From an optimization exercise on the open Yosys and OpenROAD flow, aimed at small area and a short achievable clock period; shortcuts taken in it are not production practice.
In this exercise RTL edits were held to simulation tests only and were not proved equivalent to the original.
Power figures rest on the tool's default switching activity, not on a simulated workload.

==> flow/design.v (outline; a module is shown in full before it is edited, if it fits) <==
// module Decoder: 6 lines
// module DIV_UNIT: 1276 lines
// module MUL_UNIT: 1123 lines
// module LOGIC_UNIT: 8 lines
// module SHIFT_UNIT: 9 lines
// module CMP_UNIT: 10 lines
// module ALU_TOP: 62 lines
module ALU_TOP (
input  wire [15:0] A ,
input  wire [15:0] B ,
input  wire [3:0]  ALU_FUNC ,
input  wire        CLK ,
output reg  [31:0] Arith_OUT ,
output reg         Carry_OUT ,
output reg         Arith_Flag ,
output reg  [15:0] Logic_OUT ,
output reg         Logic_Flag ,
output reg  [15:0] Shift_OUT ,
output reg         Shift_Flag ,
output reg  [2:0]  CMP_OUT ,
output reg         CMP_Flag
);
  // ...
==> flow/flow/run.sh <==
#!/bin/bash
# Layout flow: the standard synthesis, then the combinational logic is
# re-mapped (full-adder polarity chosen to save inverters, other cells
# re-mapped by ABC; flip-flops untouched), proven equivalent to the standard
# netlist, and laid out by the standard flow with small port buffers.
set -euo pipefail
F=$PWD/flow
source $F/params.sh
R=$PWD/orfs/results/sky130hd/ALU_TOP/base
export LIB=$FLOW_HOME/platforms/sky130hd/lib/sky130_fd_sc_hd__tt_025C_1v80.lib
export YOSYS=$(command -v yosys || echo /OpenROAD-flow-scripts/tools/install/yosys/bin/yosys)
export YOSYS_ABC=$(command -v yosys-abc || echo $(dirname $YOSYS)/yosys-abc)

bash standard.sh synth > synth.log 2>&1
cp $R/1_2_yosys.v std_synth.v
python3 $F/fixinv.py std_synth.v fixinv1.v > fixinv1.log 2>&1
RS_IN=$PWD/fixinv1.v RS_OUT=$PWD/resynth.v RS_LIB=$LIB RS_SCRIPT=$F/$ABC_SCRIPT \
  RS_DONT_USE="$(cat $F/dont_use.txt)" RS_CONSTR=$F/abc.constr \
  $YOSYS -c $F/resynth.tcl > resynth.log 2>&1
python3 $F/fixinv.py resynth.v fixinv2.v > fixinv2.log 2>&1
if bash $F/equiv.sh std_synth.v fixinv2.v $PWD/equiv > equiv.log 2>&1; then
  echo "re-mapped netlist proven equivalent" >> equiv.log
  cp fixinv2.v $R/1_2_yosys.v
  rm -f $R/1_synth.odb $R/1_synth.sdc
else
  echo "equivalence not proven: keeping the standard netlist" >> equiv.log
fi
bash standard.sh "${EXTRA[@]}" finish > layout.log 2>&1
==> flow/flow/abc.constr <==
set_driving_cell sky130_fd_sc_hd__buf_1
set_load 5
==> flow/flow/cutff.py <==
#!/usr/bin/env python3
"""cutff.py IN.v OUT.v: turn every dfxtp flip-flop into a pair of ports
(Q as input ffq_N, D as output ffd_N, N from the sorted instance names)."""
import re, sys
src = open(sys.argv[1]).read()
inst_re = re.compile(r"^\s*(sky130_fd_sc_hd__dfxtp_\w+)\s+(\\\S+\s|\S+)\s*\((.*?)\);", re.S | re.M)
ffs = []
def repl(m):
    pins = dict((p, n.strip()) for p, n in re.findall(r"\.(\w+)\(\s*(.*?)\s*\)\s*(?:,|$)", m.group(3), re.S))
    ffs.append((m.group(2).strip(), pins))
    return ""
body = inst_re.sub(repl, src)
ffs.sort()
esc = lambda s: s + " " if s.startswith("\\") else s
hdr_end = body.index(");") 
ports = ", ".join(f"ffq_{i}, ffd_{i}" for i in range(len(ffs)))
body = body[:hdr_end] + ", " + ports + body[hdr_end:]
decl = "".join(f"  input ffq_{i};\n  output ffd_{i};\n  assign {esc(p['Q'])} = ffq_{i};\n  assign ffd_{i} = {esc(p['D'])};\n" for i, (n, p) in enumerate(ffs))
k = body.rindex("endmodule")
body = body[:k] + decl + body[k:]
open(sys.argv[2], "w").write(body)
sys.stderr.write(f"cutff: {len(ffs)} flip-flops\n")
==> flow/flow/dont_use.txt <==
sky130_fd_sc_hd__probe_p_8 sky130_fd_sc_hd__probec_p_8 sky130_fd_sc_hd__lpflow_bleeder_1 sky130_fd_sc_hd__lpflow_clkbufkapwr_1 sky130_fd_sc_hd__lpflow_clkbufkapwr_16 sky130_fd_sc_hd__lpflow_clkbufkapwr_2 sky130_fd_sc_hd__lpflow_clkbufkapwr_4 sky130_fd_sc_hd__lpflow_clkbufkapwr_8 sky130_fd_sc_hd__lpflow_clkinvkapwr_1 sky130_fd_sc_hd__lpflow_clkinvkapwr_16 sky130_fd_sc_hd__lpflow_clkinvkapwr_2 sky130_fd_sc_hd__lpflow_clkinvkapwr_4 sky130_fd_sc_hd__lpflow_clkinvkapwr_8 sky130_fd_sc_hd__lpflow_decapkapwr_12 sky130_fd_sc_hd__lpflow_decapkapwr_3 sky130_fd_sc_hd__lpflow_decapkapwr_4 sky130_fd_sc_hd__lpflow_decapkapwr_6 sky130_fd_sc_hd__lpflow_decapkapwr_8 sky130_fd_sc_hd__lpflow_inputiso0n_1 sky130_fd_sc_hd__lpflow_inputiso0p_1 sky130_fd_sc_hd__lpflow_inputiso1n_1 sky130_fd_sc_hd__lpflow_inputiso1p_1 sky130_fd_sc_hd__lpflow_inputisolatch_1 sky130_fd_sc_hd__lpflow_isobufsrc_1 sky130_fd_sc_hd__lpflow_isobufsrc_16 sky130_fd_sc_hd__lpflow_isobufsrc_2 sky130_fd_sc_hd__lpflow_isobufsrc_4 sky130_fd_sc_hd__lpflow_isobufsrc_8 sky130_fd_sc_hd__lpflow_isobufsrckapwr_16 sky130_fd_sc_hd__lpflow_lsbuf_lh_hl_isowell_tap_1 sky130_fd_sc_hd__lpflow_lsbuf_lh_hl_isowell_tap_2 sky130_fd_sc_hd__lpflow_lsbuf_lh_hl_isowell_tap_4 sky130_fd_sc_hd__lpflow_lsbuf_lh_isowell_4 sky130_fd_sc_hd__lpflow_lsbuf_lh_isowell_tap_1 sky130_fd_sc_hd__lpflow_lsbuf_lh_isowell_tap_2 sky130_fd_sc_hd__lpflow_lsbuf_lh_isowell_tap_4
==> flow/flow/equiv.sh <==
#!/bin/bash
# equiv.sh GOLD.v GATE.v DIR: prove two sky130 netlists with the same flip-flops equivalent
set -u
T=$3; mkdir -p $T
F=$(dirname "$0")
python3 $F/cutff.py $1 $T/gold.v && python3 $F/cutff.py $2 $T/gate.v || exit 1
cat > $T/eq.ys <<EOT
read_liberty -ignore_miss_func $LIB
read_verilog -noblackbox $T/gold.v
rename ALU_TOP gold
read_verilog -noblackbox $T/gate.v
rename ALU_TOP gate
flatten gold gate
miter -equiv -flatten gold gate miter
hierarchy -top miter
flatten
techmap
aigmap
opt_clean
write_aiger -zinit $T/miter.aig
EOT
$YOSYS $T/eq.ys > $T/eq_yosys.log 2>&1 || exit 1
$YOSYS_ABC -c "read $T/miter.aig; strash; print_stats; iprove" > $T/eq_abc.log 2>&1
grep -q "^UNSATISFIABLE" $T/eq_abc.log
==> flow/flow/fixinv.py <==
#!/usr/bin/env python3
"""Re-choose the polarity of sky130 full adders in a Yosys netlist to need
fewer inverters.

A full adder is self-dual: FA(~a,~b,~c) = (~sum, ~cout).  Each fa cell may be
used in either polarity; a local search picks the polarities that need the
fewest inverters, then every inv_1 (except ones driving ports) is rebuilt:
at most one inverter per signal.  The logic function is unchanged and
flip-flops are not touched.
Usage: fixinv.py IN.v OUT.v
"""
import re, sys, random

OUTPINS = {"X", "Y", "Q", "Q_N", "SUM", "COUT", "HI", "LO"}
INV = "sky130_fd_sc_hd__inv_1"
FA = "sky130_fd_sc_hd__fa_1"

src = open(sys.argv[1]).read()
m = re.search(r"^\s*sky130_fd_sc_hd__\w+\s", src, re.M)
head = src[:m.start()]
body = src[m.start():src.rindex("endmodule")]
if re.search(r"^\s*assign\s", body, re.M):
    sys.exit("fixinv: assign statements in the cell list are not handled")
inst_re = re.compile(r"(sky130_fd_sc_hd__\w+)\s+(\\\S+\s|\S+)\s*\((.*?)\);", re.S)
pin_re = re.compile(r"\.(\w+)\(\s*(.*?)\s*\)\s*(?:,|$)", re.S)
insts = {}
for t, n, pins in inst_re.findall(body):
    insts[n.strip()] = [t, {p: net.strip() for p, net in pin_re.findall(pins)}]
ports = set()
for d, rng, names in re.findall(r"^\s*(input|output|inout)\s+(\[[^\]]+\]\s+)?([^;]+);", head, re.M):
    for nm in names.split(","):
        nm = nm.strip()
        ports.add(nm)
        if rng:
            hi, lo = map(int, re.findall(r"-?\d+", rng))
            for i in range(min(hi, lo), max(hi, lo) + 1):
                ports.add(f"{nm}[{i}]")

drv = {}
for n, (t, pins) in insts.items():
    for p, net in pins.items():
        if p in OUTPINS:
            drv[net] = (n, p)
# inverters that may be rebuilt: inv_1 not driving a port
free_inv = {n for n, (t, pins) in insts.items() if t == INV and pins["Y"] not in ports}
def base_of(net):
    par = 0
    seen = 0
    while net in drv and drv[net][0] in free_inv and seen < 100:
        net = insts[drv[net][0]][1]["A"]
        par ^= 1
        seen += 1
    return net, par
fas = [n for n, (t, _) in insts.items() if t == FA]
fa_idx = {n: i for i, n in enumerate(fas)}
# source variable of each base signal
src_var = {}
for n in fas:
    for p in ("SUM", "COUT"):
        src_var[insts[n][1][p]] = fa_idx[n]
# fas whose outputs reach ports keep their polarity
fixed = set()
# consumers: list of (base, parity, fa index or None, inst, pin)
cons = {}
for n, (t, pins) in insts.items():
    if n in free_inv:
        continue
    for p, net in pins.items():
        if p in OUTPINS:
            continue
        b, par = base_of(net)
        v = fa_idx[n] if t == FA else None
        cons.setdefault(b, []).append((par, v, n, p))
for net in ports:
    if net in drv or net in src_var:
        b, par = base_of(net)
        if b in src_var:
            fixed.add(src_var[b])
x = [0] * len(fas)
def sig_cost(b):
    sp = x[src_var[b]] if b in src_var else 0
    for par, v, _, _ in cons.get(b, ()):
        w = par ^ (x[v] if v is not None else 0)
        if w != sp:
            return 1
    return 0
# signals touched by each fa
touch = [set() for _ in fas]
for b, cl in cons.items():
    for _, v, _, _ in cl:
        if v is not None:
            touch[v].add(b)
for b, v in src_var.items():
    touch[v].add(b)
def total():
    return sum(sig_cost(b) for b in cons)
start = total()
best_x, best = list(x), start
cur = start
rng = random.Random(1)
T = 1.0
for step in range(200000):
    i = rng.randrange(len(fas))
    if i in fixed:
        continue
    before = sum(sig_cost(b) for b in touch[i])
    x[i] ^= 1
    d = sum(sig_cost(b) for b in touch[i]) - before
    if d <= 0 or rng.random() < pow(2.718, -d / T):
        cur += d
        if cur < best:
            best, best_x = cur, list(x)
    else:
        x[i] ^= 1
    T = max(0.05, T * 0.99997)
x = best_x
sys.stderr.write(f"fixinv: signals needing an inverter {start} -> {total()} "
                 f"({sum(x)} of {len(fas)} full adders flipped; {len(free_inv)} inverters before)\n")
# rebuild
for n in free_inv:
    del insts[n]
cnt = [0]
inv_net = {}
new_wires = []
for b, cl in cons.items():
    sp = x[src_var[b]] if b in src_var else 0
    for par, v, n, p in cl:
        w = par ^ (x[v] if v is not None else 0)
        if w == sp:
            insts[n][1][p] = b
        else:
            if b not in inv_net:
                cnt[0] += 1
                y = f"_fixinv_n{cnt[0]}_"
                new_wires.append(y)
                insts[f"_fixinv_i{cnt[0]}_"] = [INV, {"A": b, "Y": y}]
                inv_net[b] = y
            insts[n][1][p] = inv_net[b]
sys.stderr.write(f"fixinv: inverters now {sum(1 for t, _ in insts.values() if t == INV)}\n")
out = [head.rstrip("\n") + "\n"]
for w in new_wires:
    out.append(f"  wire {w};\n")
for n, (t, pins) in insts.items():
    esc = lambda s: s + " " if s.startswith("\\") else s
    pl = ",\n".join(f"    .{p}({esc(net)})" for p, net in pins.items())
    out.append(f"  {t} {esc(n)} (\n{pl}\n  );\n")
out.append("endmodule\n")
open(sys.argv[2], "w").write("".join(out))
==> flow/flow/params.sh <==
ABC_SCRIPT=resynth.abc
EXTRA=("BUFFER_PORTS_ARGS=-buffer_cell sky130_fd_sc_hd__buf_1")
==> flow/flow/resynth.abc <==
strash
dch
map -B 0.9
topo
stime -c
buffer -c
upsize -c
dnsize -c
==> flow/flow/resynth.tcl <==
# Re-map the combinational logic of a synthesized sky130 netlist with ABC.
# Full adders, flip-flops and tie cells stay as they are; every other cell is
# dissolved into its logic function and mapped again.
# env: RS_IN, RS_OUT, RS_LIB, RS_SCRIPT, RS_DONT_USE, RS_CONSTR
yosys -import
set lib $::env(RS_LIB)
read_liberty -ignore_miss_func $lib
read_verilog -noblackbox $::env(RS_IN)
hierarchy -top ALU_TOP
set keep {sky130_fd_sc_hd__fa_1 sky130_fd_sc_hd__dfxtp_1 sky130_fd_sc_hd__conb_1}
foreach c $keep { catch { setattr -mod -set keep_hierarchy 1 $c } }
flatten
foreach c $keep { catch { blackbox $c } }
opt_clean -purge
set dont {}
foreach c $::env(RS_DONT_USE) { lappend dont -dont_use $c }
abc -liberty $lib {*}$dont -script $::env(RS_SCRIPT) -constr $::env(RS_CONSTR)
opt_clean -purge
hilomap -singleton -hicell sky130_fd_sc_hd__conb_1 HI -locell sky130_fd_sc_hd__conb_1 LO
splitnets
opt_clean -purge
insbuf -buf sky130_fd_sc_hd__buf_2 A X
opt_clean -purge
stat -liberty $lib
write_verilog -noattr -noexpr -nohex -nodec -selected $::env(RS_OUT)
==> flow/standard.sh <==
#!/bin/bash
# synth_recipe.tcl (not shown) runs the flow's synth.tcl, then flattens the netlist and writes it again
# the make line also repeats each setting of config.mk as NAME=value (left out here)
make -C /OpenROAD-flow-scripts/flow DESIGN_CONFIG=/design/flow/config.mk WORK_HOME=/design/flow/orfs CLKGATE_MAP_FILE= SYNTH_SCRIPT=/design/flow/synth_recipe.tcl "${@:-finish}"
==> flow/config.mk <==
export PLATFORM = sky130hd
export DESIGN_NAME = ALU_TOP
export DESIGN_NICKNAME = ALU_TOP
export VERILOG_FILES = /design/flow/design.v
export SDC_FILE = /design/flow/constraint.sdc
export NUM_CORES = 4
export LEC_CHECK = 0
export ABC_AREA = 1
export CAP_MARGIN = 20
export CORE_MARGIN = 2
export CORE_UTILIZATION = 40
export SLEW_MARGIN = 20
==> flow/constraint.sdc <==
create_clock -name core_clock -period 105.0 [get_ports {CLK}]
set_input_delay 21.0000 -clock core_clock [delete_from_list [all_inputs] [get_ports {CLK}]]
set_output_delay 21.0000 -clock core_clock [all_outputs]
set_load 0.01 [all_outputs]
==> summary.txt, run 1 <==
FP Rows: 80
Met1 global-route usage: 40.6%
Worst Setup Path Type: input pin to flip-flop
Period utilization: 31.6%
Flop pwr share: 8.9%
Worst-path maximum fanout: 32
Filler cells: 5094
Chip Height: 224 um
Root Buffer: clkbuf_16
Clock Path Buffers: 2
Post-layout minimum cycle time: 33.21 ns
Worst Path Required: 105.25 ns
ClkCell Share: 1.47%
DRT iter0 DRCs: 2075
Layout area overhead: 6.23%
Placement Setup Slack: 71.60 ns
FFs & Latches: 71
Initial Utilization: 40.4%
Crit path buffers/inverters: 10
Seq power: 0.0326 mW
Final core utilization: 43.0%
Worst rel slew slack: 31.0%
Status: timing/DRC/antenna clean
Yosys warns: 1
Tot Pwr: 0.367 mW
# port buffers: 107
Gate power share: 81.9%
Sequential share of cell area: 6.93%
Post-CTS setup buffer count: 0
==> run 2, diff against run 1 <==
==> flow/flow/resynth.abc (replaced) <==
strash
dc2
dch
map -B 0.9
topo
stime -c
upsize -c
dnsize -c
==> run 2 against run 1 <==
Critical endpoint unchanged. Routed wire length down 7.6%. Global-route usage up 0.97 points. Die area down 9.4%.
==> summary.txt, run 2 <==
Maxcap violations: 0 (unchanged)
Vias per inst: 5.69 (was 5.70)
Leakage: 8.40 nW (was 10.2 nW)
Largest net degree at the start of global routing: 62 (was 45)
IO Pins: 109 (unchanged)
Worst path most repeated cell: nand2_1 (unchanged)
Mapped Nets: 2841 (was 3258)
Final GP Congestion: 0.991 (was 0.990)
Yosys warns: 1 (unchanged)
Sink Count: 71 (unchanged)
Most frequent cells in the layout: 738 x nand2_1, 251 x clkinv_1, 208 x nor2_1, 205 x fa_1, 163 x xor2_1 (was 901 x nand2_1, 277 x nand3_1, 252 x inv_1, 228 x nor2_1, 205 x fa_1)
Worst EP arrival: 33.53 ns (was 33.46 ns)
VDD IR max: 19.9 uV (was 46.7 uV)
Initial Utilization: 40.5% (was 40.4%)
# port buffers: 107 (unchanged)
Final core utilization: 44.7% (was 43.0%)
Max H-tree Level: 3 (unchanged)
Max frequency: 0.0300 GHz (was 0.0301 GHz)
Worst rel slew slack: 25.6% (was 31.0%)
Most common cell after layout, fill and taps aside: nand2_1 (unchanged)
Largest regs: Arith_OUT: 32 flops, Logic_OUT: 16 flops, Shift_OUT: 16 flops (unchanged)
FP Rows: 76 (was 80)
Initial antenna violation count: 0 (was 1)
DIE WIDTH: 213 um (was 224 um)
CTS tree: built (unchanged)
WHS: 20.95 ns (was 20.96 ns)
Layout area overhead: 10.3% (was 6.23%)
Max reg flops: 32 (unchanged)
# resized after CTS: 0 (unchanged)
Critical path startpoint: B[0] (unchanged)
Final HPWL from detailed placement: 55100 um (was 59400 um)
Syn Inst Count: 2599 (was 3016)
Setup TNS: 0 ns (unchanged)
Diode count: 0 (unchanged)
RSZ-0062 raised after global routing: no (unchanged)
Worst Path Required: 105.24 ns (was 105.25 ns)
Post-Syn Area per Cell: 6.72 um2 (was 6.40 um2)
CP Capture Type: flip-flop (unchanged)
Nets: 3002 (was 3292)
Routed len/inst: 21.5 um (was 21.3 um)
Drc violations: 0 (unchanged)
Pwr dens: 18.1 nW/um2 (was 17.9 nW/um2)
Core Area: 43100 um2 (was 47700 um2)
GRT Util Overall: 32.3% (was 31.3%)
Worst-margin pin slew: 1.12 ns (was 1.03 ns)
Chip Height: 213 um (was 224 um)
GRT overflow: 0 (unchanged)
Critical Path End: Arith_OUT[0]$_SDFF_PN0_ (unchanged)
Slowest CP cell: fa_1 (was nor2_1)
Worst setup SP type: input pin (unchanged)
TritonCTS buffer count: 9 (unchanged)
Worst Setup Path Type: input pin to flip-flop (unchanged)
Vias in the first global route: 18300 (was 20800)
Post-layout minimum cycle time: 33.30 ns (was 33.21 ns)
Routed wire length: 72100 um (was 78000 um)
Setup-failing EPs final: 0 (unchanged)
Endpoints failing hold: 0 (unchanged)
Final Max Tran Viols: 0 (unchanged)
Status: timing/DRC/antenna clean (unchanged)
Total Die Area: 45300 um2 (was 50100 um2)
Root Buffer: clkbuf_16 (unchanged)
CTS Hold Buffers Added: 0 (unchanged)
Layout cell share with drive strength beyond 1: 11.4% (was 10.9%)
Top reg by flops: Arith_OUT (unchanged)
1st-pass router iterations: 6 (unchanged)
Hold Crit Class: input pin to flip-flop (unchanged)
Slowest stage delay, CP: 0.52 ns (was 0.68 ns)
Clock Path Buffers: 2 (unchanged)
DRT iter0 DRCs: 1965 (was 2075)
Post-CTS setup buffer count: 0 (unchanged)
DRT antenna net count: 0 (unchanged)
Routed vias: 19000 (was 20900)
Post-synthesis cell area: 17500 um2 (was 19300 um2)
Worst-path maximum fanout: 39 (was 32)
Period utilization: 31.7% (was 31.6%)
Clock-pin transition on the worst setup and hold timing paths: 0.06 ns (was 0.07 ns)
First-pass GRT wire length: 110000 um (was 121000 um)
run 2: cell count changes in the layout (fill, tap and decap cells not counted), sizes merged, moves of 8 or more:
cell and change:
clkinv +224, inv -217, nand2 -156, nand3 -141
nor2 -35, xor2 -26, a21oi +13, o21ai +13
o2111ai +12, o22ai +11, a21boi -8
run 2: worst max-delay path: cells and delay by family:
family	cells	cell delay [ns]
buffers and inverters	12	1.84
XOR/XNOR	1	0.19
AO/OA/AOI/OAI	11	1.75
AND/OR/NAND/NOR	63	7.28
adder cells (fa/ha/maj)	3	1.40
run 2: worst min path at each step:
| stage | start | endpoint | slack, ns | depth (start not counted) |
|---|---|---|---|---|
| 6_report | ALU_FUNC[2] | CMP_Flag$_DFF_P_ | 20.95 | 2 |
| 5_1_grt | ALU_FUNC[2] | CMP_Flag$_DFF_P_ | 21.01 | 2 |
| 4_1_cts | ALU_FUNC[2] | CMP_Flag$_DFF_P_ | 20.92 | 2 |
| 3_5_place_dp | ALU_FUNC[2] | CMP_Flag$_DFF_P_ | 21.31 | 2 |
| 3_3_place_gp | ALU_FUNC[2] | CMP_Flag$_DFF_P_ | 21.32 | 2 |
| 2_1_floorplan | ALU_FUNC[1] | Logic_OUT[0]$_SDFF_PN0_ | 21.09 | 1 |
run 2: through the flow:
step	total power [mW]	area [um2]	setup slack, ns	std cells
floorplan	0.238	17500	74.23	2599
global placement	0.308	19000	71.74	3334
detailed placement	0.313	19000	71.52	3334
CTS	0.347	19300	71.87	3350
global route	0.388	19300	70.52	3350
finish	0.349	19300	71.70	3350
run 2: area by class of cell:
cell class	instances	area, um2
Clock buffer	10	229
Clock inverter	6	68.8
Fill cell	4579	23800
Inverter	358	1410
Multi-Input combinational cell	2163	14600
Sequential cell	71	1420
Tap cell	585	732
Timing Repair Buffer	157	786
run 2: layer usage:
| metal | global-route usage [%] | part of all wire [%] |
|---|---|---|
| met3 | 4.13 | 7.9 |
| met2 | 52.3 | 45 |
| met1 | 42.5 | 42 |
| met4 | 15.6 | 5.1 |
| met5 | 0 | 0 |
run 2: power by group:
part / leakage (nW) / switching, mW / total (mW) / internal [mW]
clock: 0.143 / 0.0135 / 0.0320 / 0.0186
sequential: 0.582 / 0.000942 / 0.0321 / 0.0311
combinational: 7.67 / 0.176 / 0.285 / 0.108
total: 8.40 / 0.191 / 0.349 / 0.158
==> module ALU_TOP, before the edit <==
module ALU_TOP (
input  wire [15:0] A ,
input  wire [15:0] B ,
input  wire [3:0]  ALU_FUNC ,
input  wire        CLK ,
output reg  [31:0] Arith_OUT ,
output reg         Carry_OUT ,
output reg         Arith_Flag ,
output reg  [15:0] Logic_OUT ,
output reg         Logic_Flag ,
output reg  [15:0] Shift_OUT ,
output reg         Shift_Flag ,
output reg  [2:0]  CMP_OUT ,
output reg         CMP_Flag
);
wire [3:0] en;
Decoder U0 (.IN(ALU_FUNC[3:2]), .OUT(en));
wire        sub = (en[0] & (ALU_FUNC[1:0] == 2'b01)) | en[2];
wire [15:0] y   = B ^ {16{sub}};
wire [16:0] c;
wire [16:0] s;
assign c[0] = sub;
genvar i;
generate
  for (i = 0; i < 16; i = i + 1) begin : add
    assign s[i]   = A[i] ^ y[i] ^ c[i];
    assign c[i+1] = (A[i] & y[i]) | (A[i] & c[i]) | (y[i] & c[i]);
  end
endgenerate
assign s[16] = c[16];
wire        lt  = ~s[16];
wire        eq  = (A == B);
wire [31:0] prod;
wire [15:0] quot;
MUL_UNIT U_MUL (.A(A), .B(B), .P(prod));
DIV_UNIT U_DIV (.A(A), .B(B), .Q(quot));
reg [31:0] arith;
always @(*) begin
  case (ALU_FUNC[1:0])
    2'b00: arith = {15'b0, s};
    2'b01: arith = {{16{lt}}, s[15:0]};
    2'b10: arith = prod;
    default: arith = {16'b0, quot};
  endcase
end
wire [15:0] logic_y, shift_y;
wire [2:0]  cmp_y;
LOGIC_UNIT U_LOGIC (.A(A), .B(B), .F(ALU_FUNC[1:0]), .Y(logic_y));
SHIFT_UNIT U_SHIFT (.A(A), .B(B), .F(ALU_FUNC[1:0]), .Y(shift_y));
CMP_UNIT   U_CMP   (.eq(eq), .lt(lt), .F(ALU_FUNC[1:0]), .Y(cmp_y));
always @(posedge CLK) begin
  Arith_OUT  <= en[0] ? arith : 32'b0;
  Carry_OUT  <= en[0] & arith[16];
  Arith_Flag <= en[0];
  Logic_OUT  <= en[1] ? logic_y : 16'b0;
  Logic_Flag <= en[1];
  CMP_OUT    <= en[2] ? cmp_y : 3'b0;
  CMP_Flag   <= en[2];
  Shift_OUT  <= en[3] ? shift_y : 16'b0;
  Shift_Flag <= en[3];
end
endmodule
==> run 3, diff against run 2 <==
--- a/flow/design.v
+++ b/flow/design.v
@@ -2437,5 +2437,5 @@
 input  wire        CLK ,
 output reg  [31:0] Arith_OUT ,
-output reg         Carry_OUT ,
+output wire        Carry_OUT ,
 output reg         Arith_Flag ,
 output reg  [15:0] Logic_OUT ,
@@ -2483,5 +2483,4 @@
 always @(posedge CLK) begin
   Arith_OUT  <= en[0] ? arith : 32'b0;
-  Carry_OUT  <= en[0] & arith[16];
   Arith_Flag <= en[0];
   Logic_OUT  <= en[1] ? logic_y : 16'b0;
@@ -2492,3 +2491,4 @@
   Shift_Flag <= en[3];
 end
+assign Carry_OUT = Arith_OUT[16];
 endmodule
--- a/flow/config.mk
+++ b/flow/config.mk
@@ -10,3 +10,4 @@
 export CORE_MARGIN = 2
 export CORE_UTILIZATION = 40
+export CTS_BUF_LIST = sky130_fd_sc_hd__clkbuf_4 sky130_fd_sc_hd__clkbuf_8
 export SLEW_MARGIN = 20
==> run 3 against run 2 <==
Still clean. Combinational power is 3% lower. Power down 5.1%. Global-route usage up 0.061 points. Critical path depth is 1 higher. Cell count up 0.33%. Clock power decreased by 27%. Non-clock buffer count grew 10. Count of clock-buffer cells in the layout decreased by 1. Synthesized cell count is 0.12% higher.
==> summary.txt, run 3 <==
Worst setup SP type: input pin (unchanged)
Setup TNS: 0 ns (unchanged)
Hold path depth: 3 (was 2)
DRT iter0 DRCs: 2156 (was 1965)
Nets: 3013 (was 3002)
Largest regs: Arith_OUT: 32 flops, Logic_OUT: 16 flops, Shift_OUT: 16 flops (unchanged)
Drc violations: 0 (unchanged)
Sw Share: 57.2% (was 54.7%)
Most frequent cells in the layout: 720 x nand2_1, 279 x clkinv_1, 205 x fa_1, 200 x nor2_1, 156 x xor2_1 (was 738 x nand2_1, 251 x clkinv_1, 208 x nor2_1, 205 x fa_1, 163 x xor2_1)
IO Pins: 109 (unchanged)
Status: timing/DRC/antenna clean (unchanged)
# port buffers: 107 (unchanged)
Most common cell after layout, fill and taps aside: nand2_1 (unchanged)
Root Buffer: clkbuf_8 (was clkbuf_16)
Flop pwr share: 9.5% (was 9.2%)
Max H-tree Level: 3 (unchanged)
Gate power share: 83.4% (was 81.6%)
DIE WIDTH: 212 um (was 213 um)
Period utilization: 31.5% (was 31.7%)
Core Area: 43000 um2 (was 43100 um2)
GRT Util Overall: 32.3% (about the same)
Worst-path maximum fanout: 39 (unchanged)
Endpoints failing hold: 0 (unchanged)
Chip Height: 212 um (was 213 um)
Clock Path Buffers: 2 (unchanged)
Leakage: 8.21 nW (was 8.40 nW)
Yosys warns: 1 (unchanged)
Hold EP: CMP_Flag$_DFF_P_ (unchanged)
Layout area overhead: 10.0% (was 10.3%)
Top reg by flops: Arith_OUT (unchanged)
First-pass GRT wire length: 110000 um (about the same)
Tot Pwr: 0.331 mW (was 0.349 mW)
GRT overflow: 0 (unchanged)
Final core utilization: 44.5% (was 44.7%)
Post-Syn Area per Cell: 6.68 um2 (was 6.72 um2)
Vias per inst: 5.68 (was 5.69)
Worst-margin pin slew: 1.07 ns (was 1.12 ns)
Slowest CP cell: fa_1 (unchanged)
Final HPWL from detailed placement: 55600 um (was 55100 um)
CTS tree: built (unchanged)
CP Capture Type: flip-flop (unchanged)
Final GP Congestion: 0.985 (was 0.991)
Cell family with most CP delay: simple AND/OR/NAND/NOR gates (unchanged)
Mapped Nets: 2844 (was 2841)
Post-synthesis cell area: 17400 um2 (was 17500 um2)
Sink Count: 70 (was 71)
Worst rel slew slack: 28.2% (was 25.6%)
Post-layout minimum cycle time: 33.11 ns (was 33.30 ns)
TritonCTS buffer count: 9 (unchanged)
VDD IR max: 17.7 uV (was 19.9 uV)
Routed wire length: 72300 um (was 72100 um)
Post-route insts no fill: 3361 (was 3350)
Sw power: 0.189 mW (was 0.191 mW)
Largest net degree at the start of global routing: 57 (was 62)
# resized after CTS: 0 (unchanged)
Final Max Tran Viols: 0 (unchanged)
Hold path start: ALU_FUNC[3] (was ALU_FUNC[2])
DRT antenna net count: 0 (unchanged)
Clock-pin transition on the worst setup and hold timing paths: 0.10 ns (was 0.06 ns)
Worst Setup Path Type: input pin to flip-flop (unchanged)
Post-CTS setup buffer count: 0 (unchanged)
Syn Inst Count: 2602 (was 2599)
CTS Hold Buffers Added: 0 (unchanged)
Maxcap violations: 0 (unchanged)
Layout cell share with drive strength beyond 1: 11.8% (was 11.4%)
P_int: 0.142 mW (was 0.158 mW)
Vias in the first global route: 18100 (was 18300)
FP Rows: 76 (unchanged)
Clock power share: 7.1% (was 9.2%)
Placed Cells: 3345 (was 3334)
Initial antenna violation count: 0 (unchanged)
Total Die Area: 45100 um2 (was 45300 um2)
Worst path most repeated cell: nand2_1 (unchanged)
RSZ-0062 raised after global routing: no (unchanged)
Worst Path Required: 105.30 ns (was 105.24 ns)
Routed len/inst: 21.5 um (about the same)
Hold Crit Class: input pin to flip-flop (unchanged)
Worst EP arrival: 33.41 ns (was 33.53 ns)
Diode count: 0 (unchanged)
Max frequency: 0.0302 GHz (was 0.0300 GHz)
Crit path buffers/inverters: 10 (was 12)
Setup-failing EPs final: 0 (unchanged)
Routed vias: 19100 (was 19000)
1st-pass router iterations: 7 (was 6)
Pwr dens: 17.3 nW/um2 (was 18.1 nW/um2)
Initial Utilization: 40.4% (was 40.5%)
Max reg flops: 32 (unchanged)
Slowest stage delay, CP: 0.49 ns (was 0.52 ns)
## run 3: cell type report
cell class	instances	area, um2
fill	4561	23900
multi-input combinational	2157	14500
clock inverter	7	61.3
timing repair buffer	167	860
inverter	366	1410
tap	585	732
clock buffer	9	124
sequential	70	1400
## run 3: worst max path at each step
| stage | start | endpoint | cells past startpoint |
|---|---|---|---|
| detailed placement | B[0] | Arith_OUT[0]$_SDFF_PN0_ | 93 |
| global route | B[0] | Arith_OUT[0]$_SDFF_PN0_ | 97 |
| floorplan | B[5] | Arith_OUT[31]$_SDFF_PN0_ | 37 |
| global placement | B[1] | Arith_OUT[0]$_SDFF_PN0_ | 91 |
| CTS | B[0] | Arith_OUT[0]$_SDFF_PN0_ | 93 |
| finish | B[0] | Arith_OUT[0]$_SDFF_PN0_ | 91 |
## run 3: metrics by stage
| stage | hold slack (ns) | setup WS [ns] | cell area, um2 |
|---|---|---|---|
| global placement | 21.33 | 71.86 | 18900 |
| CTS | 20.88 | 72.07 | 19100 |
| detailed placement | 21.33 | 71.62 | 18900 |
| finish | 20.90 | 71.89 | 19100 |
| floorplan | 21.09 | 73.75 | 17400 |
| global route | 20.91 | 70.61 | 19100 |
## run 3: layer usage
metal  vias up  part of all wire (%)  global-route usage [%]
met2       947                    46                    52.7
met4         0                   3.7                    11.3
met3       160                   8.4                    4.02
met5         -                     0                       0
li1       8842                     -                       -
met1      9142                    42                    44.1
## run 3: power by group through the flow
stage | combinational (mW) | sequential, mW | clock (mW)
2_1_floorplan | 0.198 | 0.0343 | 0
6_report | 0.276 | 0.0315 | 0.0235
5_1_grt | 0.314 | 0.0319 | 0.0251
3_3_place_gp | 0.270 | 0.0321 | 0
3_5_place_dp | 0.275 | 0.0322 | 0
4_1_cts | 0.276 | 0.0315 | 0.0240
==> run 4, diff against run 3 <==
--- a/flow/flow/run.sh
+++ b/flow/flow/run.sh
@@ -14,5 +14,5 @@
 bash standard.sh synth > synth.log 2>&1
 cp $R/1_2_yosys.v std_synth.v
-python3 $F/fixinv.py std_synth.v fixinv1.v > fixinv1.log 2>&1
+python3 $F/fixinv.py std_synth.v fixinv1.v $SOFTEN > fixinv1.log 2>&1
 RS_IN=$PWD/fixinv1.v RS_OUT=$PWD/resynth.v RS_LIB=$LIB RS_SCRIPT=$F/$ABC_SCRIPT \
   RS_DONT_USE="$(cat $F/dont_use.txt)" RS_CONSTR=$F/abc.constr \
--- a/flow/flow/fixinv.py
+++ b/flow/flow/fixinv.py
@@ -100,5 +100,5 @@
 rng = random.Random(1)
 T = 1.0
-for step in range(200000):
+for step in range(200000 if fas else 0):
     i = rng.randrange(len(fas))
     if i in fixed:
@@ -138,4 +138,34 @@
             insts[n][1][p] = inv_net[b]
 sys.stderr.write(f"fixinv: inverters now {sum(1 for t, _ in insts.values() if t == INV)}\n")
+SOFT = "--soften" in sys.argv
+soft_def = ""
+if SOFT:
+    # full adders whose carry feeds logic other than full adders are handed
+    # back to ABC (as plain logic) so it can restructure those paths
+    drv2, loads2 = {}, {}
+    for n, (t, pins) in insts.items():
+        for p, net in pins.items():
+            if p in OUTPINS: drv2[net] = n
+            else: loads2.setdefault(net, []).append(n)
+    def fa_only(net):
+        for ln in loads2.get(net, []):
+            t = insts[ln][0]
+            if t == FA: continue
+            if t == INV and all(insts[l2][0] == FA for l2 in loads2.get(insts[ln][1]["Y"], [])): continue
+            return False
+        return True
+    nsoft = 0
+    for n, (t, pins) in list(insts.items()):
+        if t == FA and ("--soften-all" in sys.argv or not fa_only(pins["COUT"])):
+            insts[n][0] = "fa_soft"; nsoft += 1
+    sys.stderr.write(f"fixinv: {nsoft} full adders handed back as logic\n")
+    soft_def = """
+module fa_soft (A, B, CIN, SUM, COUT);
+  input A, B, CIN;
+  output SUM, COUT;
+  assign SUM = A ^ B ^ CIN;
+  assign COUT = (A & B) | (A & CIN) | (B & CIN);
+endmodule
+"""
 out = [head.rstrip("\n") + "\n"]
 for w in new_wires:
@@ -146,3 +176,4 @@
     out.append(f"  {t} {esc(n)} (\n{pl}\n  );\n")
 out.append("endmodule\n")
+out.append(soft_def)
 open(sys.argv[2], "w").write("".join(out))
==> flow/flow/params.sh (replaced) <==
ABC_SCRIPT=resynth.abc
SOFTEN="--soften --soften-all"
EXTRA=("BUFFER_PORTS_ARGS=-buffer_cell sky130_fd_sc_hd__buf_1")
==> run 4 against run 3 <==
Worst hold slack gained 0.056 ns. Count of clock-buffer cells in the layout rose by 1. Global-route usage down 3.8 points. Still clean. Clock power up 3%. Highest routed layer unchanged.
==> summary.txt, run 4 <==
Pwr dens: 33.9 nW/um2 (was 17.3 nW/um2)
Final Max Tran Viols: 0 (unchanged)
Post-synthesis xor/xnor area fraction: 9.98%
Maxcap violations: 0 (unchanged)
Status: timing/DRC/antenna clean (unchanged)
Endpoints failing hold: 0 (unchanged)
Post-route insts no fill: 3179 (was 3361)
Core Area: 47400 um2 (was 43000 um2)
Final GP Congestion: 0.961 (was 0.985)
Mapped Nets: 3013 (was 2844)
Routed len/inst: 22.2 um (was 21.5 um)
Setup TNS: 0 ns (unchanged)
Post-synthesis mux area share: 0.164%
WHS: 20.96 ns (was 20.90 ns)
# resized after CTS: 0 (unchanged)
Top reg by flops: Arith_OUT (unchanged)
IO Pins: 109 (unchanged)
Post-CTS setup buffer count: 0 (unchanged)
Hold Crit Class: input pin to flip-flop (unchanged)
Most common cell after layout, fill and taps aside: nand2_1 (unchanged)
Seq. cell area: 1400 um2 (unchanged)
1st-pass router iterations: 5 (was 7)
Critical path startpoint: B[7] (was B[0])
Root Buffer: clkbuf_8 (unchanged)
Largest family of logic cells by synthesized area: adder cells
FP Rows: 80 (was 76)
Worst setup SP type: input pin (unchanged)
Layout area overhead: 7.52% (was 10.0%)
Yosys warns: 1 (unchanged)
Post-synthesis register bit count: 70
Largest net degree at the start of global routing: 45 (was 57)
Vias in the first global route: 18100 (about the same)
Top_reg_cell synth: dfxtp_1
Post-Syn Area per Cell: 7.74 um2 (was 6.68 um2)
Routed wire length: 70500 um (was 72300 um)
Max frequency: 0.0265 GHz (was 0.0302 GHz)
Syn Inst Count: 2471 (was 2602)
Initial Utilization: 40.3% (was 40.4%)
DR WL met2: 32200 um (was 33100 um)
Critical Path End: Arith_OUT[0]$_SDFF_PN0_ (unchanged)
Layout cell share with drive strength beyond 1: 6.05% (was 11.8%)
Final core utilization: 43.3% (was 44.5%)
Worst path most repeated cell: nand2_1 (unchanged)
FFs w/ async S/R, synth: 0%
Max H-tree Level: 3 (unchanged)
EDFF count, synth: 0
Routed vias: 18100 (was 19100)
Drc violations: 0 (unchanged)
Crit path depth: 86 (was 91)
DIE WIDTH: 223 um (was 212 um)
Leakage: 10.1 nW (was 8.21 nW)
Filler cells: 4892 (was 4561)
Yosys cell types: 63
CTS tree: built (unchanged)
Met3 wire length: 5290 um (was 6100 um)
Worst Path Required: 105.33 ns (was 105.30 ns)
Multi-input gate area: 16000 um2 (was 14500 um2)
CP Capture Type: flip-flop (unchanged)
Clock Path Buffers: 2 (unchanged)
GRT Util Overall: 28.5% (was 32.3%)
Worst-path maximum fanout: 28 (was 39)
Max reg flops: 32 (unchanged)
Chip Height: 223 um (was 212 um)
Slowest stage delay, CP: 0.66 ns (was 0.49 ns)
Initial antenna violation count: 1 (was 0)
Placed Cells: 3162 (was 3345)
Cell family with most CP delay: compound AO/OA/AOI/OAI gates (was simple AND/OR/NAND/NOR gates)
DRT antenna net count: 0 (unchanged)
Synth Area in Adders: 41.1%
Period utilization: 36.0% (was 31.5%)
Setup-failing EPs final: 0 (unchanged)
Yosys top cell area share: 21.5%
Total Die Area: 49600 um2 (was 45100 um2)
First-pass GRT wire length: 108000 um (was 110000 um)
Largest regs: Arith_OUT: 32 flops, Logic_OUT: 16 flops, Shift_OUT: 16 flops (unchanged)
Synth area leaders: fa_1 21%, ha_1 20%, xor2_1 8.2%, nand2_1 8.0%, dfxtp_1 7.3%
Vias per inst: 5.68 (about the same)
CTS Hold Buffers Added: 0 (unchanged)
# port buffers: 107 (unchanged)
Met1 wire length: 29700 um (was 30500 um)
Post-synth top cells: 409 x nand2_1, 358 x inv_1, 300 x ha_1, 205 x fa_1, 178 x xor2_1
Nets: 3100 (was 3013)
DR top layer: met4 (unchanged)
Compound-cell area share of the yosys netlist: 17.5%
Post-Synth Simple-Gate Area: 14.8%
Sink Count: 70 (unchanged)
Synth area leader: fa_1
Worst rel slew slack: 32.3% (was 28.2%)
VDD IR max: 20.2 uV (was 17.7 uV)
Worst EP arrival: 38.11 ns (was 33.41 ns)
GRT overflow: 0 (unchanged)
RSZ-0062 raised after global routing: no (unchanged)
Worst Setup Path Type: input pin to flip-flop (unchanged)
TritonCTS buffer count: 9 (unchanged)
Post-layout minimum cycle time: 37.78 ns (was 33.11 ns)
Most frequent cells in the layout: 409 x nand2_1, 358 x inv_1, 300 x ha_1, 205 x fa_1, 178 x xor2_1 (was 720 x nand2_1, 279 x clkinv_1, 205 x fa_1, 200 x nor2_1, 156 x xor2_1)
Tot Pwr: 0.697 mW (was 0.331 mW)
Crit path buffers/inverters: 17 (was 10)
Post-synthesis cell area: 19100 um2 (was 17400 um2)
Clock-pin transition on the worst setup and hold timing paths: 0.08 ns (was 0.10 ns)
DRT iter0 DRCs: 1650 (was 2156)
Final HPWL from detailed placement: 54000 um (was 55600 um)
Slowest CP cell: a22oi_1 (was fa_1)
Register area share after synthesis: 7.33%
Worst-margin pin slew: 1.01 ns (was 1.07 ns)
Most common cell in the netlist: nand2_1
-- run 4: area by class of cell --
| class | instances | area share [%] |
|---|---|---|
| Antenna cell | 1 | 0.0122 |
| Clock buffer | 10 | 0.639 |
| Clock inverter | 6 | 0.335 |
| Inverter | 376 | 6.88 |
| Multi-Input combinational cell | 1945 | 77.8 |
| Sequential cell | 70 | 6.81 |
| Tap cell | 615 | 3.74 |
| Timing Repair Buffer | 156 | 3.78 |
-- run 4: stage by stage --
stage | setup slack [ns] | instance area (um2)
after global placement | 67.41 | 20400
final | 67.22 | 20600
after global routing | 65.64 | 20600
after detailed placement | 67.15 | 20400
after CTS | 67.50 | 20600
after floorplan | 70.82 | 19100
-- run 4: per-layer routing --
metal | vias to the layer above | global-route usage (%)
li1 | 8361 | -
met1 | 8697 | 37.5
met2 | 838 | 46.7
met3 | 169 | 3.74
met4 | 0 | 12.6
met5 | - | 0
-- run 4: how the worst min path moves through the flow --
stage,startpoint,to,slack (ns),depth (start not counted)
after global routing,ALU_FUNC[2],CMP_Flag$_DFF_P_,20.94,2
final,ALU_FUNC[3],CMP_Flag$_DFF_P_,20.96,3
after global placement,ALU_FUNC[3],CMP_Flag$_DFF_P_,21.36,3
after CTS,ALU_FUNC[3],CMP_Flag$_DFF_P_,20.94,3
after floorplan,ALU_FUNC[2],CMP_Flag$_DFF_P_,21.08,1
after detailed placement,ALU_FUNC[3],CMP_Flag$_DFF_P_,21.37,3
-- run 4: worst min-delay path: stages --
cell	delay [ns]
buf_1	0.16
inv_1	0.09
nor2_1	0.06
-- run 4: report_power, final --
part           switching, mW  leakage [nW]  internal (mW)  total [mW]
clock                 0.0129         0.101         0.0114      0.0243
sequential           0.00130         0.574         0.0310      0.0323
combinational          0.393          9.46          0.247       0.640
-- run 4: kinds of logic (layout without fill, tap and decap cells) --
kind of cell	Yosys count	in the layout
other cells	1	2
compound gates	559	559
mux	3	3
simple gates	659	659
buf+inv	456	548
fa+ha+maj	505	505
xor+xnor	218	218
flops	70	70
==> run 5, diff against run 4 <==
==> flow/flow/params.sh (replaced) <==
ABC_SCRIPT=resynth.abc
SOFTEN="--soften"
EXTRA=("BUFFER_PORTS_ARGS=-buffer_cell sky130_fd_sc_hd__buf_1")
--- a/flow/flow/resynth.tcl
+++ b/flow/flow/resynth.tcl
@@ -12,4 +12,6 @@
 flatten
 foreach c $keep { catch { blackbox $c } }
+techmap
+opt -fast
 opt_clean -purge
 set dont {}
==> run 5 against run 4 <==
Worst hold slack improved by 0.075 ns. Still clean. Sequential share of layout area rose by 0.49 points. Die area fell by 8.8%. Flip-flop and latch count did not move. Maximum frequency rose by 16%. Largest power group unchanged. Synthesized area fell by 9.0%.
==> summary.txt, run 5 <==
Status: timing/DRC/antenna clean (unchanged)
Clock-pin transition on the worst setup and hold timing paths: 0.09 ns (was 0.08 ns)
Worst Path Required: 105.32 ns (was 105.33 ns)
Worst-path maximum fanout: 12 (was 28)
RSZ-0062 raised after global routing: no (unchanged)
Max frequency: 0.0308 GHz (was 0.0265 GHz)
Final GP Congestion: 0.976 (was 0.961)
Sink Count: 70 (unchanged)
Slowest stage delay, CP: 0.40 ns (was 0.66 ns)
DIE WIDTH: 213 um (was 223 um)
Layout cell share with drive strength beyond 1: 13.9% (was 6.05%)
Cell family with most CP delay: simple AND/OR/NAND/NOR gates (was compound AO/OA/AOI/OAI gates)
Layout area overhead: 10.2% (was 7.52%)
Post-Syn Area per Cell: 6.30 um2 (was 7.74 um2)
Final core utilization: 44.6% (was 43.3%)
Setup-failing EPs final: 0 (unchanged)
Pwr dens: 16.9 nW/um2 (was 33.9 nW/um2)
Post-layout minimum cycle time: 32.50 ns (was 37.78 ns)
VDD IR max: 26.9 uV (was 20.2 uV)
1st-pass router iterations: 7 (was 5)
GRT Util Overall: 31.7% (was 28.5%)
Final Max Tran Viols: 0 (unchanged)
Vias per inst: 5.63 (was 5.68)
Max reg flops: 32 (unchanged)
WHS: 21.03 ns (was 20.96 ns)
Worst rel slew slack: 32.2% (was 32.3%)
Most frequent cells in the layout: 792 x nand2_1, 310 x clkinv_1, 191 x nor2_1, 186 x xor2_1, 164 x nand3_1 (was 409 x nand2_1, 358 x inv_1, 300 x ha_1, 205 x fa_1, 178 x xor2_1)
Final HPWL from detailed placement: 53600 um (was 54000 um)
Worst path most repeated cell: nand2_1 (unchanged)
Nets: 3098 (was 3100)
Vias in the first global route: 19100 (was 18100)
Root Buffer: clkbuf_8 (unchanged)
Endpoints failing hold: 0 (unchanged)
Crit path buffers/inverters: 15 (was 17)
DRT antenna net count: 0 (unchanged)
Hold Crit Class: input pin to flip-flop (unchanged)
Routed len/inst: 20.1 um (was 22.2 um)
Filler cells: 4648 (was 4892)
Seq. cell area: 1400 um2 (unchanged)
TritonCTS buffer count: 9 (unchanged)
FP Rows: 76 (was 80)
Worst-margin pin slew: 1.00 ns (was 1.01 ns)
Largest regs: Arith_OUT: 32 flops, Logic_OUT: 16 flops, Shift_OUT: 16 flops (unchanged)
Clock Path Buffers: 2 (unchanged)
# port buffers: 107 (unchanged)
CP Capture Type: flip-flop (unchanged)
Hold EP: CMP_Flag$_DFF_P_ (unchanged)
Drc violations: 0 (unchanged)
Chip Height: 213 um (was 223 um)
Slowest CP cell: nor2_2 (was a22oi_1)
Maxcap violations: 0 (unchanged)
Syn Inst Count: 2761 (was 2471)
GRT overflow: 0 (unchanged)
Period utilization: 31.0% (was 36.0%)
Worst Setup Path Type: input pin to flip-flop (unchanged)
Worst setup SP type: input pin (unchanged)
CTS Hold Buffers Added: 0 (unchanged)
Leakage: 8.48 nW (was 10.1 nW)
Worst EP arrival: 32.82 ns (was 38.11 ns)
Diode count: 0 (was 1)
Multi-input gate area: 14400 um2 (was 16000 um2)
# resized after CTS: 0 (unchanged)
IO Pins: 109 (unchanged)
Core Area: 43000 um2 (was 47400 um2)
Max H-tree Level: 3 (unchanged)
Routed vias: 19800 (was 18100)
Most common cell after layout, fill and taps aside: nand2_1 (unchanged)
CTS tree: built (unchanged)
Hold path depth: 3 (unchanged)
Largest net degree at the start of global routing: 57 (was 45)
Top reg by flops: Arith_OUT (unchanged)
Post-synthesis cell area: 17400 um2 (was 19100 um2)
Mapped Nets: 2928 (was 3013)
Yosys warns: 1 (unchanged)
Post-CTS setup buffer count: 0 (unchanged)
Setup TNS: 0 ns (unchanged)
First-pass GRT wire length: 109000 um (was 108000 um)
Routed wire length: 70900 um (was 70500 um)
Hold path start: ALU_FUNC[3] (unchanged)
Total Die Area: 45200 um2 (was 49600 um2)
Initial antenna violation count: 0 (was 1)
Initial Utilization: 40.5% (was 40.3%)
DRT iter0 DRCs: 2013 (was 1650)
==> run 5: power breakdown <==
part | switching (mW) | total [mW] | internal, mW | leakage (nW)
Sequential | 0.00126 | 0.0315 | 0.0302 | 0.574
Clock | 0.0137 | 0.0274 | 0.0137 | 0.114
Combinational | 0.169 | 0.265 | 0.0969 | 7.79
==> run 5: how the worst max path moves through the flow <==
stage | start | end | slack [ns] | depth (start not counted)
CTS | B[12] | Arith_OUT[0]$_SDFF_PN0_ | 72.70 | 111
global route | B[12] | Arith_OUT[0]$_SDFF_PN0_ | 71.32 | 106
floorplan | B[3] | Arith_OUT[31]$_SDFF_PN0_ | 74.86 | 43
finish | B[12] | Arith_OUT[0]$_SDFF_PN0_ | 72.50 | 107
global placement | B[12] | Arith_OUT[0]$_SDFF_PN0_ | 72.42 | 107
detailed placement | B[12] | Arith_OUT[0]$_SDFF_PN0_ | 72.29 | 111
==> run 5: metrics by stage <==
stage               area [um2]  power [mW]  setup slack [ns]  cells
global route             19200       0.362             71.32   3521
finish                   19200       0.324             72.50   3521
CTS                      19200       0.324             72.70   3521
detailed placement       18900       0.295             72.29   3505
floorplan                17400       0.229             74.86   2761
global placement         18900       0.291             72.42   3505
==> run 5: routing by layer <==
metal	vias to the layer above	track usage, %	wire length [um]
met5	-	0	0
met4	0	18.6	4560
met3	259	4.98	6140
met2	970	50.6	31400
met1	9181	40.4	28800
li1	9411	-	-
==> run 5: area by class of cell <==
cell class	instances	area share [%]
multi-input cells	2280	75.0
inverters	409	8.50
flip-flops and latches	70	7.31
repair buffers	161	4.23
well taps	585	3.82
clock buffers	9	0.646
clock inverters	7	0.542
==> run 6, diff against run 5 <==
--- a/flow/config.mk
+++ b/flow/config.mk
@@ -9,5 +9,5 @@
 export CAP_MARGIN = 20
 export CORE_MARGIN = 2
-export CORE_UTILIZATION = 40
+export CORE_UTILIZATION = 55
 export CTS_BUF_LIST = sky130_fd_sc_hd__clkbuf_4 sky130_fd_sc_hd__clkbuf_8
 export SLEW_MARGIN = 20
==> run 6 against run 5 <==
Still clean on timing, DRC and antenna. Global-route usage is 10 points higher. Via count is 1.7% higher. Worst hold slack got worse by 0.096 ns. Cell count fell by 5.3%. Sequential share of layout area grew 0.11 points. Combinational power hardly changed. Routed wire length shrank 2.8%. Non-clock buffer count is 5 lower. Synthesized cell count unchanged. First-iteration DRC count up 3.7%. Largest cell class unchanged. Highest routed layer unchanged.
==> summary.txt, run 6 <==
Status: timing/DRC/antenna clean (unchanged)
IO Pins: 109 (unchanged)
Syn Inst Count: 2761 (unchanged)
Hold Crit Class: input pin to flip-flop (unchanged)
CP Capture Type: flip-flop (unchanged)
Routed vias: 20100 (was 19800)
DRT antenna net count: 0 (unchanged)
# port buffers: 107 (unchanged)
Leakage: 8.45 nW (was 8.48 nW)
Top reg by flops: Arith_OUT (unchanged)
Yosys warns: 1 (unchanged)
Worst Path Required: 105.31 ns (was 105.32 ns)
Worst EP arrival: 32.99 ns (was 32.82 ns)
Post-route insts no fill: 3333 (was 3521)
VDD IR max: 30.7 uV (was 26.9 uV)
GRT Util Overall: 41.9% (was 31.7%)
Clock-pin transition on the worst setup and hold timing paths: 0.09 ns (about the same)
Routed len/inst: 20.7 um (was 20.1 um)
Maxcap violations: 0 (unchanged)
GRT overflow: 0 (unchanged)
Final Max Tran Viols: 0 (unchanged)
Worst-margin pin slew: 1.07 ns (was 1.00 ns)
Vias in the first global route: 19300 (was 19100)
Most common cell after layout, fill and taps aside: nand2_1 (unchanged)
Setup-failing EPs final: 0 (unchanged)
Worst path most repeated cell: nand2_1 (unchanged)
1st-pass router iterations: 6 (was 7)
Layout area overhead: 8.48% (was 10.2%)
Post-synthesis cell area: 17400 um2 (unchanged)
Max frequency: 0.0306 GHz (was 0.0308 GHz)
Most frequent cells in the layout: 792 x nand2_1, 310 x clkinv_1, 191 x nor2_1, 186 x xor2_1, 164 x nand3_1 (unchanged)
Diode count: 0 (unchanged)
# resized after CTS: 0 (unchanged)
WHS: 20.94 ns (was 21.03 ns)
FP Rows: 65 (was 76)
Routed wire length: 68900 um (was 70900 um)
Setup TNS: 0 ns (unchanged)
Final core utilization: 60.2% (was 44.6%)
Max reg flops: 32 (unchanged)
Worst setup SP type: input pin (unchanged)
Worst Setup Path Type: input pin to flip-flop (unchanged)
Layout cell share with drive strength beyond 1: 13.8% (was 13.9%)
Max H-tree Level: 3 (unchanged)
Pwr dens: 17.1 nW/um2 (was 16.9 nW/um2)
Clock Path Buffers: 2 (unchanged)
CTS tree: built (unchanged)
Final GP Congestion: 0.978 (was 0.976)
Slowest stage delay, CP: 0.40 ns (about the same)
Period utilization: 31.1% (was 31.0%)
TritonCTS buffer count: 9 (unchanged)
Post-Syn Area per Cell: 6.30 um2 (unchanged)
Root Buffer: clkbuf_8 (unchanged)
Sink Count: 70 (unchanged)
Slowest CP cell: nor2_2 (unchanged)
Worst rel slew slack: 28.4% (was 32.2%)
Nets: 3093 (was 3098)
Worst-path maximum fanout: 17 (was 12)
Final HPWL from detailed placement: 52200 um (was 53600 um)
Chip Height: 182 um (was 213 um)
First-pass GRT wire length: 107000 um (was 109000 um)
DIE WIDTH: 182 um (was 213 um)
Largest net degree at the start of global routing: 55 (was 57)
Vias per inst: 6.05 (was 5.63)
Placed Cells: 3317 (was 3505)
Initial antenna violation count: 0 (unchanged)
Initial Utilization: 55.4% (was 40.5%)
Endpoints failing hold: 0 (unchanged)
Drc violations: 0 (unchanged)
Mapped Nets: 2928 (unchanged)
Post-CTS setup buffer count: 0 (unchanged)
DRT iter0 DRCs: 2087 (was 2013)
CTS Hold Buffers Added: 0 (unchanged)
Total Die Area: 33100 um2 (was 45200 um2)
Largest regs: Arith_OUT: 32 flops, Logic_OUT: 16 flops, Shift_OUT: 16 flops (unchanged)
Post-layout minimum cycle time: 32.68 ns (was 32.50 ns)
Core Area: 31400 um2 (was 43000 um2)
RSZ-0062 raised after global routing: no (unchanged)
-- run 6: stage by stage --
step / worst slack, ns / total power, mW / cell area, um2
2_1_floorplan: 74.86 / 0.229 / 17400
3_3_place_gp: 72.17 / 0.289 / 18700
3_5_place_dp: 72.23 / 0.296 / 18700
4_1_cts: 72.60 / 0.322 / 18900
5_1_grt: 71.21 / 0.361 / 18900
6_report: 72.32 / 0.324 / 18900
-- run 6: where the power goes --
group / internal, mW / total, mW / leakage (nW) / switching, mW
clock network: 0.0114 / 0.0247 / 0.103 / 0.0133
logic: 0.0975 / 0.268 / 7.77 / 0.170
registers: 0.0302 / 0.0315 / 0.574 / 0.00123
total: 0.139 / 0.324 / 8.45 / 0.185
-- run 6: layout make-up --
type | count | area, um2
timing repair buffer | 156 | 776
fill | 3104 | 12500
clock buffer | 9 | 124
sequential | 70 | 1400
inverter | 409 | 1630
multi-input combinational | 2280 | 14400
tap | 402 | 503
clock inverter | 7 | 80.1
-- run 6: worst paths after layout --
path / endpoint / slack, ns / from / cells after the start
max: Arith_OUT[0]$_SDFF_PN0_ / 72.32 / B[12] / 103
min: CMP_Flag$_DFF_P_ / 20.94 / ALU_FUNC[3] / 3
-- run 6: metal layers --
layer / GRT usage [%] / up-vias / wire length, um
li1: - / 9389 / -
met1: 53.4 / 9253 / 26500
met2: 67.2 / 1196 / 30500
met3: 6.80 / 311 / 7290
met4: 24.9 / 0 / 4580
met5: 0 / - / 0
-- run 6: worst max-delay path: cells and delay by family --
| family | cells | cell delay (ns) |
|---|---|---|
| AND/OR/NAND/NOR | 80 | 8.95 |
| AO/OA/AOI/OAI | 8 | 1.19 |
| buffers and inverters | 15 | 1.80 |
==> run 7, diff against run 6 <==
--- a/flow/flow/fixinv.py
+++ b/flow/flow/fixinv.py
@@ -157,5 +157,6 @@
     nsoft = 0
     for n, (t, pins) in list(insts.items()):
-        if t == FA and ("--soften-all" in sys.argv or not fa_only(pins["COUT"])):
+        if t == FA and ("--soften-all" in sys.argv or not fa_only(pins["COUT"])
+                        or ("--soften-sum" in sys.argv and not fa_only(pins["SUM"]))):
             insts[n][0] = "fa_soft"; nsoft += 1
     sys.stderr.write(f"fixinv: {nsoft} full adders handed back as logic\n")
--- a/flow/config.mk
+++ b/flow/config.mk
@@ -9,5 +9,4 @@
 export CAP_MARGIN = 20
 export CORE_MARGIN = 2
-export CORE_UTILIZATION = 55
-export CTS_BUF_LIST = sky130_fd_sc_hd__clkbuf_4 sky130_fd_sc_hd__clkbuf_8
+export CORE_UTILIZATION = 40
 export SLEW_MARGIN = 20
==> run 7 against run 6 <==
Routed wire length up 3.0%. Utilization down 15 points. Maximum frequency up 0.32%. Cell count up 5.6%. Synthesized cell count unchanged. Flip-flop and latch count unchanged. Count of clock-buffer cells in the layout unchanged. Worst setup slack better by 0.11 ns. Via count down 1.6%. Combinational power about the same. Design area up 2.1%.
==> summary.txt, run 7 <==
Status: timing/DRC/antenna clean (unchanged)
Clock Path Buffers: 2 (unchanged)
Max H-tree Level: 3 (unchanged)
Period utilization: 31.0% (was 31.1%)
Layout area overhead: 10.7% (was 8.48%)
Clock power share: 10.8% (was 7.6%)
Worst Path Required: 105.28 ns (was 105.31 ns)
Most frequent cells in the layout: 792 x nand2_1, 310 x clkinv_1, 191 x nor2_1, 186 x xor2_1, 164 x nand3_1 (unchanged)
Worst-margin pin slew: 1.02 ns (was 1.07 ns)
# port buffers: 107 (unchanged)
DIE WIDTH: 213 um (was 182 um)
Worst rel slew slack: 31.0% (was 28.4%)
Worst path most repeated cell: nand2_1 (unchanged)
Chip Height: 213 um (was 182 um)
Slowest CP cell: nor2_2 (unchanged)
Nets: 3098 (was 3093)
Initial antenna violation count: 0 (unchanged)
Pwr dens: 17.3 nW/um2 (was 17.1 nW/um2)
Largest net degree at the start of global routing: 57 (was 55)
DRT iter0 DRCs: 2120 (was 2087)
Clock-pin transition on the worst setup and hold timing paths: 0.06 ns (was 0.09 ns)
Hold Crit Class: input pin to flip-flop (unchanged)
Vias per inst: 5.63 (was 6.05)
Setup TNS: 0 ns (unchanged)
Sw Share: 55.5% (was 57.0%)
Max frequency: 0.0307 GHz (was 0.0306 GHz)
Core Area: 43000 um2 (was 31400 um2)
Diode count: 0 (unchanged)
Syn Inst Count: 2761 (unchanged)
Post-layout minimum cycle time: 32.58 ns (was 32.68 ns)
Most common cell after layout, fill and taps aside: nand2_1 (unchanged)
Total Die Area: 45200 um2 (was 33100 um2)
Yosys warns: 1 (unchanged)
# resized after CTS: 0 (unchanged)
DRT antenna net count: 0 (unchanged)
Post-DP Area: 18900 um2 (was 18700 um2)
Final Max Tran Viols: 0 (unchanged)
Final GP Congestion: 0.976 (was 0.978)
Routed len/inst: 20.2 um (was 20.7 um)
1st-pass router iterations: 5 (was 6)
CTS Hold Buffers Added: 0 (unchanged)
Vias in the first global route: 19100 (was 19300)
Max reg flops: 32 (unchanged)
Worst-path maximum fanout: 12 (was 17)
Drc violations: 0 (unchanged)
VDD IR max: 26.9 uV (was 30.7 uV)
Routed wire length: 71000 um (was 68900 um)
Placement Setup Slack: 72.29 ns (was 72.23 ns)
GRT overflow: 0 (unchanged)
FP Rows: 76 (was 65)
Worst setup SP type: input pin (unchanged)
Gate power share: 79.8% (was 82.7%)
P_int: 0.148 mW (was 0.139 mW)
GRT Util Overall: 31.7% (was 41.9%)
Maxcap violations: 0 (unchanged)
Worst setup margin: 72.42 ns (was 72.32 ns)
Mapped Nets: 2928 (unchanged)
First-pass GRT wire length: 109000 um (was 107000 um)
Largest regs: Arith_OUT: 32 flops, Logic_OUT: 16 flops, Shift_OUT: 16 flops (unchanged)
Finished layout cell area: 19300 um2 (was 18900 um2)
Sink Count: 70 (unchanged)
Root Buffer: clkbuf_16 (was clkbuf_8)
Setup-failing EPs final: 0 (unchanged)
Hold path start: ALU_FUNC[3] (unchanged)
Worst EP arrival: 32.86 ns (was 32.99 ns)
IO Pins: 109 (unchanged)
Post-synthesis cell area: 17400 um2 (unchanged)
Post-Syn Area per Cell: 6.30 um2 (unchanged)
CTS tree: built (unchanged)
Final HPWL from detailed placement: 53600 um (was 52200 um)
WHS: 21.06 ns (was 20.94 ns)
Critical path startpoint: B[12] (unchanged)
Worst Setup Path Type: input pin to flip-flop (unchanged)
Endpoints failing hold: 0 (unchanged)
Final core utilization: 44.9% (was 60.2%)
Layout cell share with drive strength beyond 1: 13.9% (was 13.8%)
RSZ-0062 raised after global routing: no (unchanged)
Flop pwr share: 9.5% (was 9.7%)
Leakage: 8.53 nW (was 8.45 nW)
CP Capture Type: flip-flop (unchanged)
Routed vias: 19800 (was 20100)
Slowest stage delay, CP: 0.41 ns (was 0.40 ns)
Post-CTS setup buffer count: 0 (unchanged)
TritonCTS buffer count: 9 (unchanged)
Sw power: 0.185 mW (about the same)
Initial Utilization: 40.5% (was 55.4%)
Top reg by flops: Arith_OUT (unchanged)
==> run 7: stage by stage <==
| stage | total power, mW | std cells |
|---|---|---|
| 2_1_floorplan | 0.229 | 2761 |
| 3_3_place_gp | 0.291 | 3505 |
| 3_5_place_dp | 0.295 | 3505 |
| 4_1_cts | 0.333 | 3521 |
| 5_1_grt | 0.371 | 3521 |
| 6_report | 0.333 | 3521 |
==> run 7: critical path, delay by kind of cell <==
kind	cells	cell delay [ns]
buf+inv	13	1.58
compound gates	6	0.99
simple gates	86	9.24
==> run 7: power by group through the flow <==
stage               logic (mW)  clock network, mW  registers, mW
floorplan                0.195                  0         0.0337
global placement         0.259                  0         0.0320
detailed placement       0.263                  0         0.0321
CTS                      0.265             0.0365         0.0315
global route             0.302             0.0371         0.0318
finish                   0.266             0.0359         0.0315
==> run 7: final cells by class <==
type	count	area, um2
clock inverter	7	104
sequential	70	1400
inverter	409	1630
fill	4644	23700
multi-input combinational	2280	14400
tap	585	732
timing repair buffer	161	812
clock buffer	9	225
==> run 7: per-layer routing <==
layer | vias to the layer above | wire (um) | GRT usage (%)
met5 | - | 0 | 0
met1 | 9197 | 29000 | 40.7
met4 | 0 | 4480 | 18.3
li1 | 9398 | - | -
met2 | 971 | 31600 | 50.8
met3 | 254 | 5970 | 4.65
==> run 7: final timing paths <==
kind | cells after the start | end
worst min-delay path | 3 | CMP_Flag$_DFF_P_
worst max-delay path | 105 | Arith_OUT[0]$_SDFF_PN0_

## afterwards: timing with drivers on the ports
Ports are ideal in the flow. The routed layouts listed here were re-timed in OpenROAD.
Step 1 sets driving cells, clkbuf_16 on the clock port and buf_2 on the other inputs (assumed; they add their load-dependent delay and slew).
Step 2 moves the port delays by t, midway between the first and last clock arrival at a register: inputs arrive t later, outputs are due t later. That takes back most of the time a late clock gives input paths.
Slacks: no drivers / after step 1 / after step 2; pairs: no drivers / after step 1.
run	t, ns	setup WS [ns]	slew at the worst register clock pin (ns)	pins driven straight from the clock port
run 1	0.421	71.789 / 71.814 / 71.392	0.09 / 0.09	1
run 2	0.407	71.703 / 71.725 / 71.318	0.07 / 0.07	1
run 3	0.466	71.892 / 71.920 / 71.454	0.10 / 0.10	1
run 4	0.442	67.223 / 67.241 / 66.800	0.10 / 0.10	1
run 5	0.455	72.500 / 72.526 / 72.071	0.12 / 0.12	1
run 6	0.440	72.318 / 72.341 / 71.901	0.11 / 0.11	1
run 7	0.421	72.423 / 72.453 / 72.032	0.08 / 0.08	1
After both steps setup and hold are still met in every run listed. For run 3, which loses most, drivers alone change the setup slack by +0.028 ns; drivers and shift together by -0.438 ns.
